From an optimization exercise on the open Yosys and OpenROAD flow, aimed at small area; shortcuts taken in it are not production practice.
In this exercise RTL edits were held to simulation tests only and were not proved equivalent to the original.
Power and IR drop assume default switching activity.

Setup of the reference run:
## FinalProject
module FinalProject(answer, submit, clk, rst, redOut, greenOut, LCD_ON, LCD_RW, LCD_EN, LCD_RS, LCD_DATA);
Size: about 710 cells after synthesis, about 28 I/O pins, roughly 7900 sq um of cells after synthesis.
==> module FinalProject, before the edit <==
module FinalProject(answer, submit, clk, rst, redOut, greenOut, LCD_ON, LCD_RW, LCD_EN, LCD_RS, LCD_DATA);
output LCD_ON;	 
output LCD_RW;	 
output LCD_EN;	 
output LCD_RS;	 
output [7:0] LCD_DATA;	 
input [10:0] answer;
input submit, clk, rst;
output redOut, greenOut;
localparam	Q       = 3'b000,
		wrong   = 3'b001,
		correct = 3'b010,
		Start   = 3'b011,
		check   = 3'b100,
		pulseW  = 3'b101,
		pulseC  = 3'b110,
		pulseS  = 3'b111;
reg [2:0] S;
reg [4:0] q;
reg Pulse;
reg Match;	 
reg [1:0] Kind;
assign greenOut = Kind[1] & ~Kind[0];
assign redOut = Kind[0] & ~Kind[1];
wire [10:0] SWO;
debounce_DE2_SW deb(clk, rst, answer, SWO);
reg [10:0] Key;
always @(*)
begin
	case (q)
	5'd0:  Key = 11'b00000000001;
	5'd1:  Key = 11'b00000000010;
	5'd2:  Key = 11'b00000000100;
	5'd3:  Key = 11'b00000001000;
	5'd4:  Key = 11'b00000010000;
	5'd5:  Key = 11'b00000100000;
	5'd6:  Key = 11'b00001000000;
	5'd7:  Key = 11'b00010000000;
	5'd8:  Key = 11'b00100000000;
	5'd9:  Key = 11'b01000000000;
	5'd10: Key = 11'b10000000000;
	5'd11: Key = 11'b10000000010;
	5'd12: Key = 11'b10000000100;
	5'd13: Key = 11'b10000001000;
	5'd14: Key = 11'b10000010000;
	5'd15: Key = 11'b10000100000;
	5'd16: Key = 11'b00000000101;
	5'd17: Key = 11'b00000001001;
	5'd18: Key = 11'b00000010001;
	5'd19: Key = 11'b00000100001;
	5'd20: Key = 11'b00001000001;
	5'd21: Key = 11'b00010000001;
	5'd22: Key = 11'b00100000001;
	default: Key = 11'b01000000001;
	endcase
end
always @ (posedge clk or negedge rst)
begin
	if (rst == 1'b0)
	begin
		S <= Start;
		q <= 5'd0;
		Kind <= Start[1:0];
	end
	else
	begin
		if (!S[2])
			Kind <= S[1:0];
		case (S)
		Start:   if (submit) S <= pulseS;
		pulseS:  if (!submit) S <= Q;
		Q:       if (submit) S <= check;
		check:
		begin
			if (!submit) S <= Q;
			else if (Match) S <= correct;
			else S <= wrong;
		end
		wrong:   if (!submit) S <= pulseW;
		correct: if (!submit) S <= pulseC;
		pulseW:  S <= Q;
		pulseC:
		begin
			if (q == 5'd23)
			begin
				q <= 5'd0;
				S <= Start;
			end
			else
			begin
				q <= q + 1'b1;
				S <= Q;
			end
		end
		endcase
	end
end
always @ (posedge clk)
	Pulse <= S[2];
always @ (posedge clk)
	Match <= (SWO == Key);
lcdlab1 info(
	.rst(rst),
  .CLOCK_50(clk),
  .LCD_ON(LCD_ON),
  .LCD_RW(LCD_RW),
  .LCD_EN(LCD_EN),
  .LCD_RS(LCD_RS),
  .LCD_DATA(LCD_DATA),
  .Kind(Kind),
  .Qn(q),
  .Pulse(Pulse)
);
endmodule
export LEC_CHECK = 0
export CAP_MARGIN = 20
export CORE_MARGIN = 2
export CORE_UTILIZATION = 65
export SLEW_MARGIN = 20
create_clock -name core_clock -period 10.0 [get_ports {clk}]
standard.sh (not shown) runs the stock make flow with config.mk's settings and CLKGATE_MAP_FILE= SYNTH_SCRIPT=/design/flow/synth_recipe.tcl, a recipe that flattens the netlist after the stock synthesis.
==> flow/flow/run.sh <==
#!/bin/bash
# Own layout flow: the standard ORFS flow (standard.sh), with these
# changes: synthesis leaves adders to ABC (no half/full-adder cells) and maps
# the logic with an area-oriented ABC script (flow/abc_area.script, in a copy
# of ORFS's scripts folder); clock tree synthesis uses the options in
# flow/cts_args.txt (larger clusters, no dummy loads); the ports get the
# buffer cell named in flow/buffer_ports_args.txt.
set -euo pipefail
W=$PWD
rm -rf "$W/scr"
cp -r "$FLOW_HOME/scripts" "$W/scr"
cp "$W/flow/abc_area.script" "$W/scr/abc_area.script"
CTS="$(cat "$W/flow/cts_args.txt")"
EXTRA=()
if [[ -f "$W/flow/buffer_ports_args.txt" ]]; then EXTRA+=("BUFFER_PORTS_ARGS=$(cat "$W/flow/buffer_ports_args.txt")"); fi
bash "$W/standard.sh" SCRIPTS_DIR="$W/scr" ABC_AREA=1 ADDER_MAP_FILE= "CTS_ARGS=$CTS" "${EXTRA[@]}" finish > "$W/orfs_make.log" 2>&1
==> flow/flow/abc_area.script <==
strash
&get -n
&deepsyn -T 30
&dch
&nf -R 1000
&put
topo
==> flow/flow/buffer_ports_args.txt <==
-buffer_cell sky130_fd_sc_hd__buf_1
==> flow/flow/cts_args.txt <==
-sink_clustering_enable -repair_clock_nets -dont_use_dummy_load -buf_list sky130_fd_sc_hd__clkbuf_8 -sink_clustering_size 20 -sink_clustering_max_diameter 50
Input changes introduced in the trial run (baseline for comparison: the reference run):
diff --git a/flow/design.v b/flow/design.v
--- a/flow/design.v
+++ b/flow/design.v
@@ -696,12 +696,14 @@
 	if (rst == 1'b0)
 	begin
 		S <= Start;
 		q <= 5'd0;
+		Pulse <= 1'b1;
 		Kind <= Start[1:0];
 	end
 	else
 	begin
+		Pulse <= S[2];
 		if (!S[2])
 			Kind <= S[1:0];
 		case (S)
 		Start:   if (submit) S <= pulseS;
@@ -732,10 +734,8 @@
 		endcase
 	end
 end
 always @ (posedge clk)
-	Pulse <= S[2];
-always @ (posedge clk)
 	Match <= (SWO == Key);
 lcdlab1 info(
 	.rst(rst),
   .CLOCK_50(clk),
==> notes.md <==
- Changes observed in the trial run relative to the reference run: total power now sits lower, fmax now sits lower.
- In the trial run, critical path data arrival time is higher than in the reference run.
- Changes observed in the trial run relative to the reference run: area added between synthesis and finish comparable, fraction of power consumed by the clock network increased 0.6 points, setup slack fell by 190 ps, worst max-slew margin expressed relative to the limit has decreased.
- The share of cells above drive strength 1 of the reference run and that of the trial run are within noise of each other.
- The trial run vs the reference run, endpoint of the most critical setup path: info.u1.mLCD_DATA[4] vs info.u1.mLCD_DATA[1]
- Global-route usage, the trial run and the reference run, lower one = the trial run.
- Taking the reference run as the reference point, the largest stage delay on the critical path of the trial run rises by 190 ps.
- The trial run: internal power consumption is 1.3% lower than what the reference run reported.
- The combinational power share of the trial run falls short of that of the reference run by 2.8 points.
- Between the reference run and the trial run, the design area does not differ in any meaningful way.

## static timing again, ports no longer ideal
In the flow no input, the clock included, has a driving cell. The finished layouts below were timed again as built, in two steps. Step 1 (the two cells are an assumption about what drives the block):
set clk [get_ports {clk}]
set_driving_cell -lib_cell sky130_fd_sc_hd__clkbuf_16 $clk
set_driving_cell -lib_cell sky130_fd_sc_hd__buf_2 [delete_from_list [all_inputs] $clk]
Step 2 also shifts input and output timing later by t, the mid clock arrival at the registers, as if the neighbouring blocks saw the same clock. Three values: no drivers, after step 1, after step 2; two values: the first two.
| run | t, ns | slack for setup (ns) | latest minus earliest clock arrival (ns) |
|---|---|---|---|
| the reference run | 0.491 | 4.225 / 4.225 / 4.225 | 0.042 / 0.043 |
| the trial run | 0.473 | 4.038 / 4.038 / 4.038 | 0.041 / 0.042 |
After both steps setup and hold are still met in every run listed.
